This design comes from an exercise in tuning for small area, a short achievable clock period and few clock cycles on the open sky130 flow, not from production work.
Function was checked by simulation only, so behaviour that the tests miss may differ from the original.
Power and IR drop assume default switching activity.

==> design/flow/design.v <==
module SRAM_16x128(
  A0, A1, A2, A3, A4, A5, A6,
  DO0, DO1, DO2, DO3, DO4, DO5, DO6, DO7,
  DO8, DO9, DO10, DO11, DO12, DO13, DO14, DO15,
  DI0, DI1, DI2, DI3, DI4, DI5, DI6, DI7,
  DI8, DI9, DI10, DI11, DI12, DI13, DI14, DI15,
  CK, WEB, OE, CS
);
input  A0, A1, A2, A3, A4, A5, A6;
output DO0, DO1, DO2, DO3, DO4, DO5, DO6, DO7;
output DO8, DO9, DO10, DO11, DO12, DO13, DO14, DO15;
input  DI0, DI1, DI2, DI3, DI4, DI5, DI6, DI7;
input  DI8, DI9, DI10, DI11, DI12, DI13, DI14, DI15;
input  CK, WEB, OE, CS;
wire [6:0]  addr = {A6, A5, A4, A3, A2, A1, A0};
wire [15:0] din  = {DI15, DI14, DI13, DI12, DI11, DI10, DI9, DI8,
                    DI7, DI6, DI5, DI4, DI3, DI2, DI1, DI0};
reg  [15:0] mem [0:127];
reg  [15:0] dout;
always @(posedge CK) begin
  if (CS) begin
    if (!WEB) begin
      mem[addr] <= din;
      dout      <= din;
    end
    else begin
      dout      <= mem[addr];
    end
  end
end
assign {DO15, DO14, DO13, DO12, DO11, DO10, DO9, DO8,
        DO7, DO6, DO5, DO4, DO3, DO2, DO1, DO0} = dout;
endmodule
module CPU(
				clk,
			  rst_n,
		   IO_stall,
         awid_m_inf,
       awaddr_m_inf,
       awsize_m_inf,
      awburst_m_inf,
        awlen_m_inf,
      awvalid_m_inf,
      awready_m_inf,
        wdata_m_inf,
        wlast_m_inf,
       wvalid_m_inf,
       wready_m_inf,
          bid_m_inf,
        bresp_m_inf,
       bvalid_m_inf,
       bready_m_inf,
         arid_m_inf,
       araddr_m_inf,
        arlen_m_inf,
       arsize_m_inf,
      arburst_m_inf,
      arvalid_m_inf,
      arready_m_inf, 
          rid_m_inf,
        rdata_m_inf,
        rresp_m_inf,
        rlast_m_inf,
       rvalid_m_inf,
       rready_m_inf 
);
input  wire clk, rst_n;
output reg  IO_stall;
parameter ID_WIDTH = 4 , ADDR_WIDTH = 32, DATA_WIDTH = 16, DRAM_NUMBER=2, WRIT_NUMBER=1;
output  wire [WRIT_NUMBER * ID_WIDTH-1:0]        awid_m_inf;
output  wire [WRIT_NUMBER * ADDR_WIDTH-1:0]    awaddr_m_inf;
output  wire [WRIT_NUMBER * 3 -1:0]            awsize_m_inf;
output  wire [WRIT_NUMBER * 2 -1:0]           awburst_m_inf;
output  wire [WRIT_NUMBER * 7 -1:0]             awlen_m_inf;
output  wire [WRIT_NUMBER-1:0]                awvalid_m_inf;
input   wire [WRIT_NUMBER-1:0]                awready_m_inf;
output  wire [WRIT_NUMBER * DATA_WIDTH-1:0]     wdata_m_inf;
output  wire [WRIT_NUMBER-1:0]                  wlast_m_inf;
output  wire [WRIT_NUMBER-1:0]                 wvalid_m_inf;
input   wire [WRIT_NUMBER-1:0]                 wready_m_inf;
input   wire [WRIT_NUMBER * ID_WIDTH-1:0]         bid_m_inf;
input   wire [WRIT_NUMBER * 2 -1:0]             bresp_m_inf;
input   wire [WRIT_NUMBER-1:0]             	   bvalid_m_inf;
output  wire [WRIT_NUMBER-1:0]                 bready_m_inf;
output  wire [DRAM_NUMBER * ID_WIDTH-1:0]       arid_m_inf;
output  wire [DRAM_NUMBER * ADDR_WIDTH-1:0]   araddr_m_inf;
output  wire [DRAM_NUMBER * 7 -1:0]            arlen_m_inf;
output  wire [DRAM_NUMBER * 3 -1:0]           arsize_m_inf;
output  wire [DRAM_NUMBER * 2 -1:0]          arburst_m_inf;
output  wire [DRAM_NUMBER-1:0]               arvalid_m_inf;
input   wire [DRAM_NUMBER-1:0]               arready_m_inf;
input   wire [DRAM_NUMBER * ID_WIDTH-1:0]         rid_m_inf;
input   wire [DRAM_NUMBER * DATA_WIDTH-1:0]     rdata_m_inf;
input   wire [DRAM_NUMBER * 2 -1:0]             rresp_m_inf;
input   wire [DRAM_NUMBER-1:0]                  rlast_m_inf;
input   wire [DRAM_NUMBER-1:0]                 rvalid_m_inf;
output  wire [DRAM_NUMBER-1:0]                 rready_m_inf;
reg signed [15:0] core_r0 , core_r1 , core_r2 , core_r3 ;
reg signed [15:0] core_r4 , core_r5 , core_r6 , core_r7 ;
reg signed [15:0] core_r8 , core_r9 , core_r10, core_r11;
reg signed [15:0] core_r12, core_r13, core_r14, core_r15;
parameter IDLE  = 4'd0;
parameter LOAD  = 4'd1;
parameter STORE = 4'd2;
parameter INS_F = 4'd3;
parameter INS_D = 4'd4;
parameter EXE   = 4'd5;
parameter MEM   = 4'd6;
parameter WB    = 4'd7;
parameter EXE2  = 4'd8;
parameter ADDR = 2'd0;
parameter DATA = 2'd1;
parameter DONE = 2'd2;
parameter ID    = 4'd0;
parameter BURST = 2'b01;
parameter SIZE  = 3'b001;
parameter LEN_R = 7'd127;
parameter LEN_W = 7'd0;
reg [3:0] state;
reg [3:0] state_next;
reg [1:0] hand_shake_ins;
reg [1:0] hand_shake_ins_next;
reg [1:0] hand_shake_data;
reg [1:0] hand_shake_data_next;
reg flag_store;
reg flag_hit;
reg flag_overflow;
reg [9:0] ins_cnt; 
reg [10:0] addr_ins;
reg [10:0] addr_ins_next;
reg [10:0] addr_data;
reg [10:0] addr_data_next;
reg [DATA_WIDTH-1:0] ins;
reg [3:0] rs;
reg [3:0] rt;
reg [3:0] rd;
reg signed [4:0] imd;
reg [3:0] tag_ins;
reg [3:0] tag_data;
reg signed [DATA_WIDTH-1:0] num1;
reg signed [DATA_WIDTH-1:0] num2;
reg signed [DATA_WIDTH-1:0] add_res;
reg signed [DATA_WIDTH-1:0] mul_res;
reg                         cmp_res;
reg signed [DATA_WIDTH-1:0] wb_data;
reg signed [DATA_WIDTH-1:0] num3;
reg signed [DATA_WIDTH-1:0] num4;
reg                         equ_res;
reg [ADDR_WIDTH-1:0] dram_raddr_data;
reg                  dram_rvalid_data;
reg                  dram_rready_data;
reg [ADDR_WIDTH-1:0] dram_raddr_ins;
reg                  dram_rvalid_ins;
reg                  dram_rready_ins;
reg [ADDR_WIDTH-1:0] dram_waddr;
reg                  dram_wavalid;
reg [DATA_WIDTH-1:0] dram_wdata;
reg                  dram_wdvalid;
reg                  dram_wlast;
reg                  dram_bready;
reg [DATA_WIDTH-1:0] dram_wdata_d1;
reg                  dram_wdvalid_d1;
reg                  dram_wlast_d1;
reg [6:0]            sram_addr_ins;
reg [DATA_WIDTH-1:0] sram_dout_ins;
reg [DATA_WIDTH-1:0] sram_din_ins;
reg                  sram_wen_ins;
reg [6:0]            sram_cnt_ins;
reg [6:0]            sram_addr_data;
reg [DATA_WIDTH-1:0] sram_dout_data;
reg [DATA_WIDTH-1:0] sram_din_data;
reg                  sram_wen_data;
reg [6:0]            sram_cnt_data;
reg IO_stall_next;
wire [4:0] ins_type;
assign ins_type = {1'b1, ins[15:13], ins[0]};
always @(*) begin
  case (state)
    IDLE:  state_next = LOAD;
    LOAD:  begin
      if(hand_shake_data == DONE & hand_shake_ins == DONE) begin
        if(flag_overflow) state_next = EXE;
        else if(ins[15:13] == 3'b010 | ins[15:13] == 3'b100) begin
          state_next = MEM;
        end
        else state_next = INS_F;
      end
      else  state_next = LOAD;
    end
    STORE: begin
      if(hand_shake_data == DONE) state_next = INS_F;
      else                        state_next = STORE;
    end
    INS_F: state_next = INS_D;
    INS_D: begin
      if(ins[15:13] == 3'b101) state_next = MEM;
      else if(flag_overflow)   state_next = LOAD;
      else state_next = EXE;
    end
    EXE:   begin
      state_next = EXE2;
    end
    EXE2: begin
      if(ins[15:14] == 2'b00) state_next = WB;
      else                    state_next = MEM;        
    end
    MEM:   begin
      if(ins[14:13] == 2'b11)       state_next = STORE;
      else if(~flag_hit)            state_next = LOAD;
      else if(ins[15:13] == 3'b101) state_next = INS_F;
      else                          state_next = WB;
    end
    WB:    state_next = INS_F;
    default: state_next = IDLE;
  endcase
end
always @(posedge clk or negedge rst_n) begin
  if(!rst_n) state <= IDLE;
  else       state <= state_next;
end
always @(*) begin
  case (state)
    EXE:     addr_data_next = (ins[14]) ? num1 + num2 : addr_data;
    default: addr_data_next = addr_data;
  endcase
end
always @(posedge clk or negedge rst_n) begin
  if(!rst_n) addr_data <= 'b0;
  else       addr_data <= addr_data_next;
end
always @(*) begin
  case (state)
    INS_F: addr_ins_next = addr_ins + 1'b1;
    INS_D: addr_ins_next = (ins[15:13] == 3'b101) ? sram_dout_ins[11:1] : addr_ins;
    EXE2:   addr_ins_next = (equ_res) ? add_res : addr_ins;
    default: addr_ins_next = addr_ins;
  endcase
end
always @(posedge clk or negedge rst_n) begin
  if(!rst_n) addr_ins <= 'b0;
  else       addr_ins <= addr_ins_next;
end
always @(posedge clk or negedge rst_n) begin
  if(!rst_n) ins_cnt <= 'b0;
  else begin
    if(state == INS_F & ~(ins == 16'd0)) begin
      ins_cnt <= ins_cnt + 1'b1;
    end
    else      ins_cnt <= ins_cnt;
  end      
end
always @(posedge clk or negedge rst_n) begin
  if(!rst_n) flag_store <= 'b0;
  else begin
      case (state)
        INS_D: begin
          if(ins[15:13] == 3'b011) flag_store <= 1'b1;
          else                     flag_store <= flag_store;
        end
        STORE: flag_store <= 1'b0;
        default: begin end
      endcase
  end
end
always @(posedge clk or negedge rst_n) begin
  if(!rst_n) flag_overflow <= 'b0;
  else begin
      case (state)
        INS_F: begin
          if(addr_ins[6:0] == 7'd127) flag_overflow <= 1'b1;
          else                        flag_overflow <= flag_store;
        end
        EXE: flag_overflow <= 1'b0;
        default: begin end
      endcase
  end
end
always @(*) begin
  flag_hit = (addr_ins[10:7] == tag_ins & addr_data[10:7] == tag_data);
end
always @(*) begin
	case (state)
    LOAD, STORE: begin
			case (hand_shake_data)
				ADDR: begin
					if(arready_m_inf[0] | awready_m_inf) hand_shake_data_next = DATA;
					else                                 hand_shake_data_next = ADDR;
				end  
				DATA: begin
					if(rlast_m_inf[0] | bvalid_m_inf) hand_shake_data_next = DONE;
					else                              hand_shake_data_next = DATA;
				end
        DONE: begin
          if(hand_shake_ins == DONE | state == STORE) hand_shake_data_next = ADDR;
          else                                        hand_shake_data_next = DONE;
        end
				default: hand_shake_data_next = hand_shake_data;
			endcase		  
		end
		default: hand_shake_data_next = hand_shake_data;
	endcase
end
always @(posedge clk or negedge rst_n) begin
  if(!rst_n) hand_shake_data <= IDLE;
  else       hand_shake_data <= hand_shake_data_next;
end
always @(*) begin
	case (state)
    LOAD: begin
			case (hand_shake_ins)
				ADDR: begin
					if(arready_m_inf[1]) hand_shake_ins_next = DATA;
					else                 hand_shake_ins_next = ADDR;
				end  
				DATA: begin
					if(rlast_m_inf[1]) hand_shake_ins_next = DONE;
					else               hand_shake_ins_next = DATA;
				end
        DONE: begin
          if(hand_shake_data == DONE) hand_shake_ins_next = ADDR;
          else                        hand_shake_ins_next = DONE;
        end
				default: hand_shake_ins_next = hand_shake_ins;
			endcase		  
		end
		default: hand_shake_ins_next = hand_shake_ins;
	endcase
end
always @(posedge clk or negedge rst_n) begin
  if(!rst_n) hand_shake_ins <= IDLE;
  else       hand_shake_ins <= hand_shake_ins_next;
end
always @(posedge clk or negedge rst_n) begin
  if(!rst_n) ins <= 'b0;
  else begin
    case (state)
      INS_F: ins <= sram_dout_ins; 
      default: ins <= ins;
    endcase
  end
end
always @(*) begin
  rs  = ins[12:9];
  rt  = ins[8:5];
  rd  = ins[4:1];
  imd = ins[4:0];
end
always @(posedge clk) begin
  case (state)
    EXE2: if(ins[15:14] == 2'b0)  wb_data <= (ins[13]) ? ((ins[0]) ? mul_res : cmp_res) : add_res;
    MEM:  if(ins[14:13] == 2'b10) wb_data <= sram_dout_data;  
    default: begin end
  endcase
end
always @(posedge clk or negedge rst_n) begin
  if(!rst_n) tag_ins <= 'b0;
  else begin
    case (state)
      LOAD: tag_ins <= addr_ins[10:7];
      default: begin end
    endcase
  end
end
always @(posedge clk or negedge rst_n) begin
  if(!rst_n) tag_data <= 'b0;
  else begin
    case (state)
      LOAD: tag_data <= addr_data[10:7];
      default: begin end
    endcase
  end
end
always @(posedge clk or negedge rst_n) begin
  if(!rst_n) begin
    core_r0  <= 'b0;
    core_r1  <= 'b0;
    core_r2  <= 'b0;
    core_r3  <= 'b0;
    core_r4  <= 'b0;
    core_r5  <= 'b0;
    core_r6  <= 'b0;
    core_r7  <= 'b0;
    core_r8  <= 'b0;
    core_r9  <= 'b0;
    core_r10 <= 'b0;
    core_r11 <= 'b0;
    core_r12 <= 'b0;
    core_r13 <= 'b0;
    core_r14 <= 'b0;
    core_r15 <= 'b0;
  end
  else begin
    case (state)
      WB: begin
        if(ins[15:14] == 2'b0) begin
          case (rd)
              4'd0 : core_r0  <= wb_data;
              4'd1 : core_r1  <= wb_data;
              4'd2 : core_r2  <= wb_data;
              4'd3 : core_r3  <= wb_data;
              4'd4 : core_r4  <= wb_data;
              4'd5 : core_r5  <= wb_data;
              4'd6 : core_r6  <= wb_data;
              4'd7 : core_r7  <= wb_data;
              4'd8 : core_r8  <= wb_data;
              4'd9 : core_r9  <= wb_data;
              4'd10: core_r10 <= wb_data;
              4'd11: core_r11 <= wb_data;
              4'd12: core_r12 <= wb_data;
              4'd13: core_r13 <= wb_data;
              4'd14: core_r14 <= wb_data;
              4'd15: core_r15 <= wb_data;
              default: begin end
          endcase
        end
        else if(ins[14:13] == 2'b10) begin
          case (rt)
              4'd0 : core_r0  <= wb_data;
              4'd1 : core_r1  <= wb_data;
              4'd2 : core_r2  <= wb_data;
              4'd3 : core_r3  <= wb_data;
              4'd4 : core_r4  <= wb_data;
              4'd5 : core_r5  <= wb_data;
              4'd6 : core_r6  <= wb_data;
              4'd7 : core_r7  <= wb_data;
              4'd8 : core_r8  <= wb_data;
              4'd9 : core_r9  <= wb_data;
              4'd10: core_r10 <= wb_data;
              4'd11: core_r11 <= wb_data;
              4'd12: core_r12 <= wb_data;
              4'd13: core_r13 <= wb_data;
              4'd14: core_r14 <= wb_data;
              4'd15: core_r15 <= wb_data;
              default: begin end
          endcase          
        end
      end 
      default: begin end
    endcase
  end
end
always @(posedge clk or negedge rst_n) begin
  if(!rst_n) num1 <= 'b0;
  else begin
    case (state)
      INS_D: begin
        if(ins[15:13] == 3'b100) num1 <= addr_ins;
        else begin
          case (rs)
            4'd0 : num1 <= core_r0;
            4'd1 : num1 <= core_r1;
            4'd2 : num1 <= core_r2;
            4'd3 : num1 <= core_r3;
            4'd4 : num1 <= core_r4;
            4'd5 : num1 <= core_r5;
            4'd6 : num1 <= core_r6;
            4'd7 : num1 <= core_r7;
            4'd8 : num1 <= core_r8;
            4'd9 : num1 <= core_r9;
            4'd10: num1 <= core_r10;
            4'd11: num1 <= core_r11;
            4'd12: num1 <= core_r12;
            4'd13: num1 <= core_r13;
            4'd14: num1 <= core_r14;
            4'd15: num1 <= core_r15;
            default: num1 <= 'b0;
          endcase
        end
      end 
      EXE: num1 <= 'b0;
      default: num1 <= num1;
    endcase
  end
end
always @(posedge clk or negedge rst_n) begin
  if(!rst_n) num2 <= 'b0;
  else begin
    case (state)
      INS_D: begin
        if(ins[15:14] == 2'b00) begin
          case (rt)
            4'd0 : num2 <= (!ins[13] & ins[0]) ? -core_r0  : core_r0;
            4'd1 : num2 <= (!ins[13] & ins[0]) ? -core_r1  : core_r1;
            4'd2 : num2 <= (!ins[13] & ins[0]) ? -core_r2  : core_r2;
            4'd3 : num2 <= (!ins[13] & ins[0]) ? -core_r3  : core_r3;
            4'd4 : num2 <= (!ins[13] & ins[0]) ? -core_r4  : core_r4;
            4'd5 : num2 <= (!ins[13] & ins[0]) ? -core_r5  : core_r5;
            4'd6 : num2 <= (!ins[13] & ins[0]) ? -core_r6  : core_r6;
            4'd7 : num2 <= (!ins[13] & ins[0]) ? -core_r7  : core_r7;
            4'd8 : num2 <= (!ins[13] & ins[0]) ? -core_r8  : core_r8;
            4'd9 : num2 <= (!ins[13] & ins[0]) ? -core_r9  : core_r9;
            4'd10: num2 <= (!ins[13] & ins[0]) ? -core_r10 : core_r10;
            4'd11: num2 <= (!ins[13] & ins[0]) ? -core_r11 : core_r11;
            4'd12: num2 <= (!ins[13] & ins[0]) ? -core_r12 : core_r12;
            4'd13: num2 <= (!ins[13] & ins[0]) ? -core_r13 : core_r13;
            4'd14: num2 <= (!ins[13] & ins[0]) ? -core_r14 : core_r14;
            4'd15: num2 <= (!ins[13] & ins[0]) ? -core_r15 : core_r15;
            default: num2 <= 'b0;
          endcase          
        end
        else begin
          num2 <= imd;
        end
      end 
      EXE: num2 <= 'b0;
      default: num2 <= num2;
    endcase
  end
end
always @(posedge clk or negedge rst_n) begin
  if(!rst_n) add_res <= 'b0;
  else if(state == EXE) add_res <= num1 + num2;
end
always @(posedge clk or negedge rst_n) begin
  if(!rst_n) mul_res <= 'b0;
  else       mul_res <= num1 * num2;
end
always @(posedge clk or negedge rst_n) begin
  if(!rst_n) cmp_res <= 'b0;
  else       cmp_res <= (num1 < num2);
end
always @(*) begin
  case (rs)
    4'd0 : num3 = core_r0;
    4'd1 : num3 = core_r1;
    4'd2 : num3 = core_r2;
    4'd3 : num3 = core_r3;
    4'd4 : num3 = core_r4;
    4'd5 : num3 = core_r5;
    4'd6 : num3 = core_r6;
    4'd7 : num3 = core_r7;
    4'd8 : num3 = core_r8;
    4'd9 : num3 = core_r9;
    4'd10: num3 = core_r10;
    4'd11: num3 = core_r11;
    4'd12: num3 = core_r12;
    4'd13: num3 = core_r13;
    4'd14: num3 = core_r14;
    4'd15: num3 = core_r15;
    default: num3 = 'b0;
  endcase
    case (rt)
    4'd0 : num4 = core_r0;
    4'd1 : num4 = core_r1;
    4'd2 : num4 = core_r2;
    4'd3 : num4 = core_r3;
    4'd4 : num4 = core_r4;
    4'd5 : num4 = core_r5;
    4'd6 : num4 = core_r6;
    4'd7 : num4 = core_r7;
    4'd8 : num4 = core_r8;
    4'd9 : num4 = core_r9;
    4'd10: num4 = core_r10;
    4'd11: num4 = core_r11;
    4'd12: num4 = core_r12;
    4'd13: num4 = core_r13;
    4'd14: num4 = core_r14;
    4'd15: num4 = core_r15;
    default: num4 = 'b0;
  endcase
end
always @(posedge clk or negedge rst_n) begin
  if(!rst_n) equ_res <= 'b0;
  else begin
    if(ins[15:13] == 3'b100) equ_res <= (num3 == num4);
    else                     equ_res <= 'b0;
  end
end
assign arid_m_inf[3:0]    = ID;
assign arburst_m_inf[1:0] = BURST;
assign arsize_m_inf[2:0]  = SIZE;
assign arlen_m_inf[6:0]   = LEN_R;
assign araddr_m_inf[31:0] = dram_raddr_data;
always @(*) begin
	case (state)
		LOAD: dram_raddr_data = {{20'h00001}, addr_data[10:7], {8'd0}};
		default: dram_raddr_data = 'b0;
	endcase
end
assign arvalid_m_inf[0] = dram_rvalid_data;
always @(*) begin
	case (state)
		LOAD: dram_rvalid_data = (hand_shake_data == ADDR);
    default: dram_rvalid_data = 'b0;
	endcase
end
assign rready_m_inf[0] = dram_rready_data;
always @(*) begin
	case (state)
    LOAD: dram_rready_data = (hand_shake_data == DATA);
		default: dram_rready_data = 'b0;
	endcase
end
assign awid_m_inf    = ID;
assign awburst_m_inf = BURST;
assign awsize_m_inf  = SIZE;
assign awlen_m_inf   = LEN_W;
assign awaddr_m_inf = dram_waddr;
always @(*) begin
	case (state)
    STORE:   dram_waddr = {{20'h00001}, addr_data, {1'd0}};
		default: dram_waddr = 'b0;
	endcase
end
assign awvalid_m_inf = dram_wavalid;
always @(*) begin
	case (state)
		STORE:   dram_wavalid = (hand_shake_data == ADDR);
		default: dram_wavalid = 'b0;
	endcase
end
assign wvalid_m_inf = dram_wdvalid_d1;
always @(posedge clk or negedge rst_n) begin
	if(!rst_n) dram_wdvalid <= 'b0;
	else begin
		case (state)
      STORE:   dram_wdvalid <= (wready_m_inf) ?  'b0 : (hand_shake_data == DATA);
      default: dram_wdvalid <= 'b0;
	  endcase	  
	end
end
assign wdata_m_inf = dram_wdata_d1;
always @(*) begin
	case (state)
    STORE: begin
      case (rt)
          4'd0 : dram_wdata= core_r0;
          4'd1 : dram_wdata= core_r1;
          4'd2 : dram_wdata= core_r2;
          4'd3 : dram_wdata= core_r3;
          4'd4 : dram_wdata= core_r4;
          4'd5 : dram_wdata= core_r5;
          4'd6 : dram_wdata= core_r6;
          4'd7 : dram_wdata= core_r7;
          4'd8 : dram_wdata= core_r8;
          4'd9 : dram_wdata= core_r9;
          4'd10: dram_wdata= core_r10;
          4'd11: dram_wdata= core_r11;
          4'd12: dram_wdata= core_r12;
          4'd13: dram_wdata= core_r13;
          4'd14: dram_wdata= core_r14;
          4'd15: dram_wdata= core_r15;
          default: dram_wdata = 'b0;
        endcase
    end
		default: dram_wdata = 'b0;
	endcase
end
assign wlast_m_inf = dram_wlast_d1;
always @(posedge clk or negedge rst_n) begin
  if(!rst_n) dram_wlast <= 'b0;
  else begin
    case (state)
      STORE:   dram_wlast <= (wready_m_inf) ?  'b0 : (hand_shake_data == DATA);
      default: dram_wlast <= 'b0;
    endcase    
  end
end
assign bready_m_inf = dram_bready;
always @(posedge clk or negedge rst_n) begin
	if(!rst_n) dram_bready <= 'b0;
	else begin
    case (state)
      STORE: begin
        if(bvalid_m_inf) dram_bready <= 1'b0;
        else             dram_bready <= 1'b1;
      end
      default: dram_bready <= 'b0;
    endcase
	end
end
always @(posedge clk) begin
  dram_wdata_d1   <= dram_wdata;
  dram_wdvalid_d1 <= dram_wdvalid;
  dram_wlast_d1   <= dram_wlast;
end
assign arid_m_inf[7:4]    = ID;
assign arburst_m_inf[3:2] = BURST;
assign arsize_m_inf[5:3]  = SIZE;
assign arlen_m_inf[13:7]  = LEN_R;
assign araddr_m_inf[63:32] = dram_raddr_ins;
always @(*) begin
	case (state)
    LOAD: dram_raddr_ins = {{20'h00001}, addr_ins[10:7], {8'd0}};
    default: dram_raddr_ins = 'b0;
	endcase
end
assign arvalid_m_inf[1] = dram_rvalid_ins;
always @(*) begin
	case (state)
		LOAD: dram_rvalid_ins = (hand_shake_ins == ADDR);
    default: dram_rvalid_ins = 'b0;
	endcase
end
assign rready_m_inf[1] = dram_rready_ins;
always @(*) begin
	case (state)
    LOAD: dram_rready_ins = (hand_shake_ins == DATA);
		default: dram_rready_ins = 'b0;
	endcase
end
always @(*) begin
  if(hand_shake_data == DATA) sram_addr_data = (state == STORE) ? addr_data : ((wready_m_inf) ? (sram_cnt_data + 1) : sram_cnt_data);
  else                        sram_addr_data = addr_data;
end
always @(*) begin
    case (state)
      LOAD: begin
        if(hand_shake_data == DATA) sram_din_data = rdata_m_inf[15:0];
        else                        sram_din_data = 'b0;
      end
      STORE: begin
        if(flag_hit) begin
          case (rt)
            4'd0 : sram_din_data = core_r0;
            4'd1 : sram_din_data = core_r1;
            4'd2 : sram_din_data = core_r2;
            4'd3 : sram_din_data = core_r3;
            4'd4 : sram_din_data = core_r4;
            4'd5 : sram_din_data = core_r5;
            4'd6 : sram_din_data = core_r6;
            4'd7 : sram_din_data = core_r7;
            4'd8 : sram_din_data = core_r8;
            4'd9 : sram_din_data = core_r9;
            4'd10: sram_din_data = core_r10;
            4'd11: sram_din_data = core_r11;
            4'd12: sram_din_data = core_r12;
            4'd13: sram_din_data = core_r13;
            4'd14: sram_din_data = core_r14;
            4'd15: sram_din_data = core_r15;
            default: sram_din_data = 'b0;
          endcase 
        end
        else sram_din_data = 'b0;
      end
      default: sram_din_data = 'b0;
    endcase
end
always @(*) begin
	case (state)
    LOAD: begin
      if(hand_shake_data == DATA) sram_wen_data = 0;
      else                        sram_wen_data = 1;
    end
    STORE: begin
      if(flag_hit) sram_wen_data = 0;
      else         sram_wen_data = 1;
    end
		default: sram_wen_data = 1;
	endcase	
end
always @(posedge clk or negedge rst_n) begin
  if(!rst_n) sram_cnt_data <= 'b0;
  else begin
    if(rvalid_m_inf[0] | wready_m_inf) begin
      if(sram_cnt_data == 7'd127) sram_cnt_data <= sram_cnt_data;
      else                        sram_cnt_data <= sram_cnt_data + 1'b1;
    end
    else                          sram_cnt_data <= 'b0; 
  end
end
always @(*) begin
  if(hand_shake_ins == DATA) sram_addr_ins = sram_cnt_ins;
  else sram_addr_ins = addr_ins;
end
always @(*) begin
  case (state)
    LOAD: begin
      if(hand_shake_ins == DATA) sram_din_ins = rdata_m_inf[31:16];
      else                       sram_din_ins = 'b0;      
    end 
    STORE: begin
      if(flag_hit) sram_din_ins = ins;
      else         sram_din_ins = 'b0;
    end
    default: sram_din_ins = 'b0;
  endcase
end
always @(*) begin
	case (hand_shake_ins)
    DATA: sram_wen_ins = 0;
		default: sram_wen_ins = 1;
	endcase	
end
always @(posedge clk or negedge rst_n) begin
  if(!rst_n) sram_cnt_ins <= 'b0;
  else begin
    if(rvalid_m_inf[1]) sram_cnt_ins <= sram_cnt_ins + 1'b1;
    else                sram_cnt_ins <= 'b0; 
  end
end
SRAM_16x128 SRAM_INS_U0(
	.A0  (sram_addr_ins[0]), .A1  (sram_addr_ins[1]), .A2  (sram_addr_ins[2]),  .A3  (sram_addr_ins[3]),  .A4  (sram_addr_ins[4]),  .A5  (sram_addr_ins[5]),  .A6  (sram_addr_ins[6]),
	.DO0 (sram_dout_ins[0]), .DO1 (sram_dout_ins[1]), .DO2 (sram_dout_ins[2]),  .DO3 (sram_dout_ins[3]),  .DO4 (sram_dout_ins[4]),  .DO5 (sram_dout_ins[5]),  .DO6 (sram_dout_ins[6]),   .DO7 (sram_dout_ins[7]),
	.DO8 (sram_dout_ins[8]), .DO9 (sram_dout_ins[9]), .DO10(sram_dout_ins[10]), .DO11(sram_dout_ins[11]), .DO12(sram_dout_ins[12]), .DO13(sram_dout_ins[13]), .DO14(sram_dout_ins[14]),  .DO15(sram_dout_ins[15]),
	.DI0 (sram_din_ins[0]),  .DI1 (sram_din_ins[1]),  .DI2 (sram_din_ins[2]),   .DI3 (sram_din_ins[3]),   .DI4 (sram_din_ins[4]),   .DI5 (sram_din_ins[5]),   .DI6 (sram_din_ins[6]),   .DI7 (sram_din_ins[7]),
	.DI8 (sram_din_ins[8]),  .DI9 (sram_din_ins[9]),  .DI10(sram_din_ins[10]),  .DI11(sram_din_ins[11]),  .DI12(sram_din_ins[12]),  .DI13(sram_din_ins[13]),  .DI14(sram_din_ins[14]),  .DI15(sram_din_ins[15]),
	.CK(clk), .WEB(sram_wen_ins), .OE(1'b1), .CS(1'b1));
SRAM_16x128 SRAM_DATA_U0(
    .A0  (sram_addr_data[0]), .A1  (sram_addr_data[1]), .A2  (sram_addr_data[2]),  .A3  (sram_addr_data[3]),  .A4  (sram_addr_data[4]),  .A5  (sram_addr_data[5]),  .A6  (sram_addr_data[6]),
    .DO0 (sram_dout_data[0]), .DO1 (sram_dout_data[1]), .DO2 (sram_dout_data[2]),  .DO3 (sram_dout_data[3]),  .DO4 (sram_dout_data[4]),  .DO5 (sram_dout_data[5]),  .DO6 (sram_dout_data[6]),   .DO7 (sram_dout_data[7]),
    .DO8 (sram_dout_data[8]), .DO9 (sram_dout_data[9]), .DO10(sram_dout_data[10]), .DO11(sram_dout_data[11]), .DO12(sram_dout_data[12]), .DO13(sram_dout_data[13]), .DO14(sram_dout_data[14]),  .DO15(sram_dout_data[15]),
    .DI0 (sram_din_data[0]),  .DI1 (sram_din_data[1]),  .DI2 (sram_din_data[2]),   .DI3 (sram_din_data[3]),   .DI4 (sram_din_data[4]),   .DI5 (sram_din_data[5]),   .DI6 (sram_din_data[6]),   .DI7 (sram_din_data[7]),
    .DI8 (sram_din_data[8]),  .DI9 (sram_din_data[9]),  .DI10(sram_din_data[10]),  .DI11(sram_din_data[11]),  .DI12(sram_din_data[12]),  .DI13(sram_din_data[13]),  .DI14(sram_din_data[14]),  .DI15(sram_din_data[15]),
    .CK(clk), .WEB(sram_wen_data), .OE(1'b1), .CS(1'b1));
always @(posedge clk or negedge rst_n) begin
  if(!rst_n) IO_stall <= 1'b1;
  else       IO_stall <= ~(state == INS_F & ~(ins == 16'd0));
end
endmodule
==> design/flow/run.sh <==
#!/bin/bash
# synth_recipe.tcl (not shown) runs the flow's synth.tcl, then flattens the netlist and writes it again
# the make line also repeats each setting of config.mk as NAME=value (left out here)
make -C /OpenROAD-flow-scripts/flow DESIGN_CONFIG=/design/flow/config.mk WORK_HOME=/design/flow/orfs CLKGATE_MAP_FILE= SYNTH_SCRIPT=/design/flow/synth_recipe.tcl finish
==> design/flow/config.mk <==
export PLATFORM = sky130hd
export DESIGN_NAME = CPU
export DESIGN_NICKNAME = CPU
export VERILOG_FILES = /design/flow/design.v
export SDC_FILE = /design/flow/constraint.sdc
export NUM_CORES = 4
export LEC_CHECK = 0
export CAP_MARGIN = 20
export CORE_MARGIN = 2
export CORE_UTILIZATION = 40
export SLEW_MARGIN = 20
==> design/flow/constraint.sdc <==
create_clock -name core_clock -period 7.0 [get_ports {clk}]
set_input_delay 1.4000 -clock core_clock [delete_from_list [all_inputs] [get_ports {clk}]]
set_output_delay 1.4000 -clock core_clock [all_outputs]
set_load 0.01 [all_outputs]
==> flow_summary_export.csv <==
group,metric,value,unit
outcome,outcome,"finished clean",
die,io_pins,230,
synth,yosys.area.top_type,"edfxtp_1",
timing,worstMarginPinSlew,1310,ps
timing,max-slew-margin-rel,0.128,
clock_network,clkTransAtPathRegs,60,ps
timing,fmax,0.176,GHz
clock_network,numCtsBuffers,462,
pwr,pwr-share-seq,0.541,
setup_path,cp-end-kind,"output pin",
die,die_area,484000,µm²
pwr,power_leakage,63.5,nW
synth,ys_seq_area_frac,0.700,
global_routing,grt_pass1_wl,837000,µm
setup_path,crit_type,"reg -> out",
clock_network,clk_latency,1050,ps
route,drtIter0Drc,13200,
route,drt_wl_total,606000,µm
synth,synth.area.top_cells,"edfxtp_1 64%, mux4_2 16%, dfrtp_1 5.1%, mux2_2 1.5%, nor2_1 1.0%",
synth,ys_warn_count,2,
die,dieHeight,696,µm
hold_path,hp-class,"in -> async",
clock_network,cts_tree,"yes",
synth,syn_inst,10200,
clock_network,cts_sinks,4538,
route,viasPerCell,5.99,
route,route.detailed.drc,0,
route,num_vias,105000,
setup_path,timing.rr.end,"mul_res[14]",
pwr,p_sw,10.9,mW
pwr,power.share.combinational,0.007,
placed_design,place_hpwl,398000,µm
placed_design,placed_cells,16600,
setup_path,rrSetupSlack,1390,ps
placed_design,place.gp.congestion,0.986,
job,cap_violations,0,
synth,syn-cell-area,191000,µm²
global_routing,grt_max_degree,133,
die,num_rows,254,
synth,avgSynthCellArea,18.8,µm²
timing,slew_violations,0,
timing,rsz0062_at_grt,"false",
finish,drive_above_1_share,0.273,
die,die_width,696,µm
finish,nNetsFinal,10900,
setup_path,critPathLaunchType,"flop",
finish,synthToLayoutAreaGrowth,14.0,%
route,final_antenna_net_count,0,
setup_path,path_max_fanout,32,
pwr,swShare,0.200,
global_routing,first_global_vias,103000,
finish,final_cells,17500,
timing,setup_slack,1330,ps
global_routing,antenna_found_initial,57,
synth,ys_ff_latch,4538,
die,start_util,0.401,
clock_network,root_buffer,"clkbuf_16",
timing,period_minus_slack,5670,ps
timing,hold_viol,0,
timing,tns,0,ps
pwr,power_density,248,nW/µm²
clock_network,clk_path_buf_depth,4,
clock_network,cts.repair.resized,0,
route,wl_per_cell,34.6,µm
finish,top_regs,"SRAM_DATA_U0.mem x2048, SRAM_INS_U0.mem x2048",
global_routing,grt-ovfl-total,0,
finish,n_fill_cell,40000,
synth,postSynth.asyncResetShare,0.0870,
synth,synth_top_area_frac,0.645,
placed_design,numPortBuffers,89,
pwr,pwr-share-clk,0.452,
placed_design,pre_cts_slack,1450,ps
route,drt-pass1-iter-count,8,
clock_network,cts_hold_buf,0,
die,core-area,478000,µm²
synth,ys_types,92,
setup_path,reg2reg_from,"num1[5]",
global_routing,grt_use_total,0.246,
setup_path,crit_path_end,"araddr_m_inf[40]",
synth,synth_edf_count,4112,
setup_path,arrival,4270,ps
timing,setup_viol,0,
synth,synthFlopType,"edfxtp_1",
pwr,vdd_ir_drop_max,223,µV
pwr,p_int,43.3,mW
setup_path,critPathLaunch,"state[2]",
setup_path,worstRegToRegCells,18,
finish,fin_util,0.457,
clock_network,htreeDepth,5,
setup_path,cp_data_required_time,5600,ps
timing,clock_skew,94.6,ps
timing,period_share,0.810,
clock_network,post_cts_buffers,0,
## stage by stage
step | power, mW | cell area (µm²) | hold slack [ps]
after floorplan | 30.2 | 192000 | 324
after global placement | 30.3 | 203000 | 472
after detailed placement | 30.3 | 203000 | 473
after CTS | 54.7 | 218000 | 399
after global routing | 55.7 | 218000 | 443
final | 54.2 | 218000 | 430
## critical path, stage by stage (launching register included)
cell and delay [ps]:
dfrtp_1 450, nor2_1 290, nand2_1 120, or2_2 480, inv_2 690, and2_1 540
clkdlybuf4s50_1 650
## layout make-up
cell class                 instances  area, µm²  area share
sequential                      4538     134000       0.614
multi-input combinational       4768      54400       0.249
clock buffer                     574      12200      0.0558
tap                             6400       8010      0.0367
timing repair buffer             661       5900      0.0270
clock inverter                   278       2750      0.0126
inverter                         241        905     0.00415
antenna                           28       70.1    0.000321
## synthesized netlist by cell type (15+ instances only)
| cell | instances |
|---|---|
| edfxtp_1 | 4112 |
| mux4_2 | 1336 |
| nor2_1 | 530 |
| clkbuf_1 | 431 |
| dfrtp_1 | 394 |
| nand2_1 | 371 |
| mux2_2 | 262 |
| inv_1 | 237 |
| xnor2_1 | 214 |
| o21ai_0 | 202 |
| a21oi_1 | 182 |
| buf_4 | 136 |
| o22ai_1 | 134 |
| ha_1 | 121 |
| buf_1 | 116 |
| xor2_1 | 99 |
| nor3_1 | 96 |
| and2_1 | 92 |
| fa_1 | 79 |
| mux2i_1 | 78 |
| nor2b_1 | 76 |
| buf_2 | 71 |
| a22oi_1 | 64 |
| a31oi_1 | 64 |
| nand3_1 | 60 |
| nor4_1 | 51 |
| nand2b_1 | 39 |
| a22o_1 | 37 |
| a221oi_1 | 36 |
| dfxtp_1 | 31 |
| and3_1 | 29 |
| a32oi_1 | 25 |
| o31ai_1 | 24 |
| o41ai_1 | 19 |
| o32ai_1 | 18 |
| a41oi_1 | 17 |
| nand4_1 | 17 |
| a211oi_1 | 16 |
| a21o_1 | 15 |
## placed cells by master (no fill, tap or decap), types with 104 or more instances in the layout
master	instances
a21oi_1	181
buf_4	515
clkbuf_16	463
clkinv_1	104
conb_1	122
dfrtp_1	386
edfxtp_1	4112
ha_1	121
inv_1	235
mux2_2	262
mux4_2	1336
nand2_1	357
nor2_1	486
o21ai_0	184
o22ai_1	134
xnor2_1	214
## metal layers
layer / vias up / GRT usage / routed length, µm
met5: - / 0 / 108
met4: 16 / 0.103 / 29900
met3: 1113 / 0.0480 / 52500
met2: 5268 / 0.368 / 271000
met1: 56300 / 0.354 / 253000
li1: 42000 / - / -
## cell families after synthesis
kind of cell | Yosys count | share of synthesized area
DFF | 4538 | 0.700
xor gates and xnor gates | 313 | 0.0143
AOI/OAI and AO/OA | 998 | 0.0347
adders and majority gates | 200 | 0.0162
muxes | 1676 | 0.177
and+or+nand+nor | 1459 | 0.0357
buffers and inverters | 998 | 0.0228
other | 2 | 0.0000392
## worst min path at each step
stage                     slack [ps]             to  cells past startpoint   startpoint
after floorplan                  320  dram_wlast_d1                      0   dram_wlast
after global placement           470    add_res[11]                      2  add_res[11]
after detailed placement         470    add_res[11]                      2  add_res[11]
after CTS                        400     core_r4[7]                      1        rst_n
after global routing             440    core_r3[10]                      1        rst_n
final                            430    core_r3[10]                      1        rst_n
## power by group through the flow
stage	sequential (mW)	combinational (mW)	clock, mW
final	29.4	0.370	24.5
after global routing	29.3	0.413	25.9
after CTS	29.4	0.375	24.9
after detailed placement	29.9	0.374	0
after global placement	29.9	0.349	0
after floorplan	30.0	0.203	0
Testbench counts, summed over its fixed seeds: cycles 417,172.

[what the ideal ports hide]
How much do the figures lean on ideal ports? The routed layout below was timed once more, with nothing changed but the port constraints. Step 1: set_driving_cell puts a clkbuf_16 on clk and a buf_2 on each other input, an assumption about the parent block. Step 2 adds t to the input delays and takes it off the output delays; t is the mean of the earliest and latest rising clock arrival at the registers after step 1. Input paths then give back, and output paths get back, about the clock's delay inside the block. Three values: no drivers, after step 1, after step 2; two values: the first two.
t, ns: 1.117
slack for setup (ns): 1.331 / 1.217 / 1.389
worst setup path after step 2: register to register
After both steps this run still meets setup and hold. For this run, drivers alone change the setup slack by -0.114 ns; drivers and shift together by +0.058 ns.
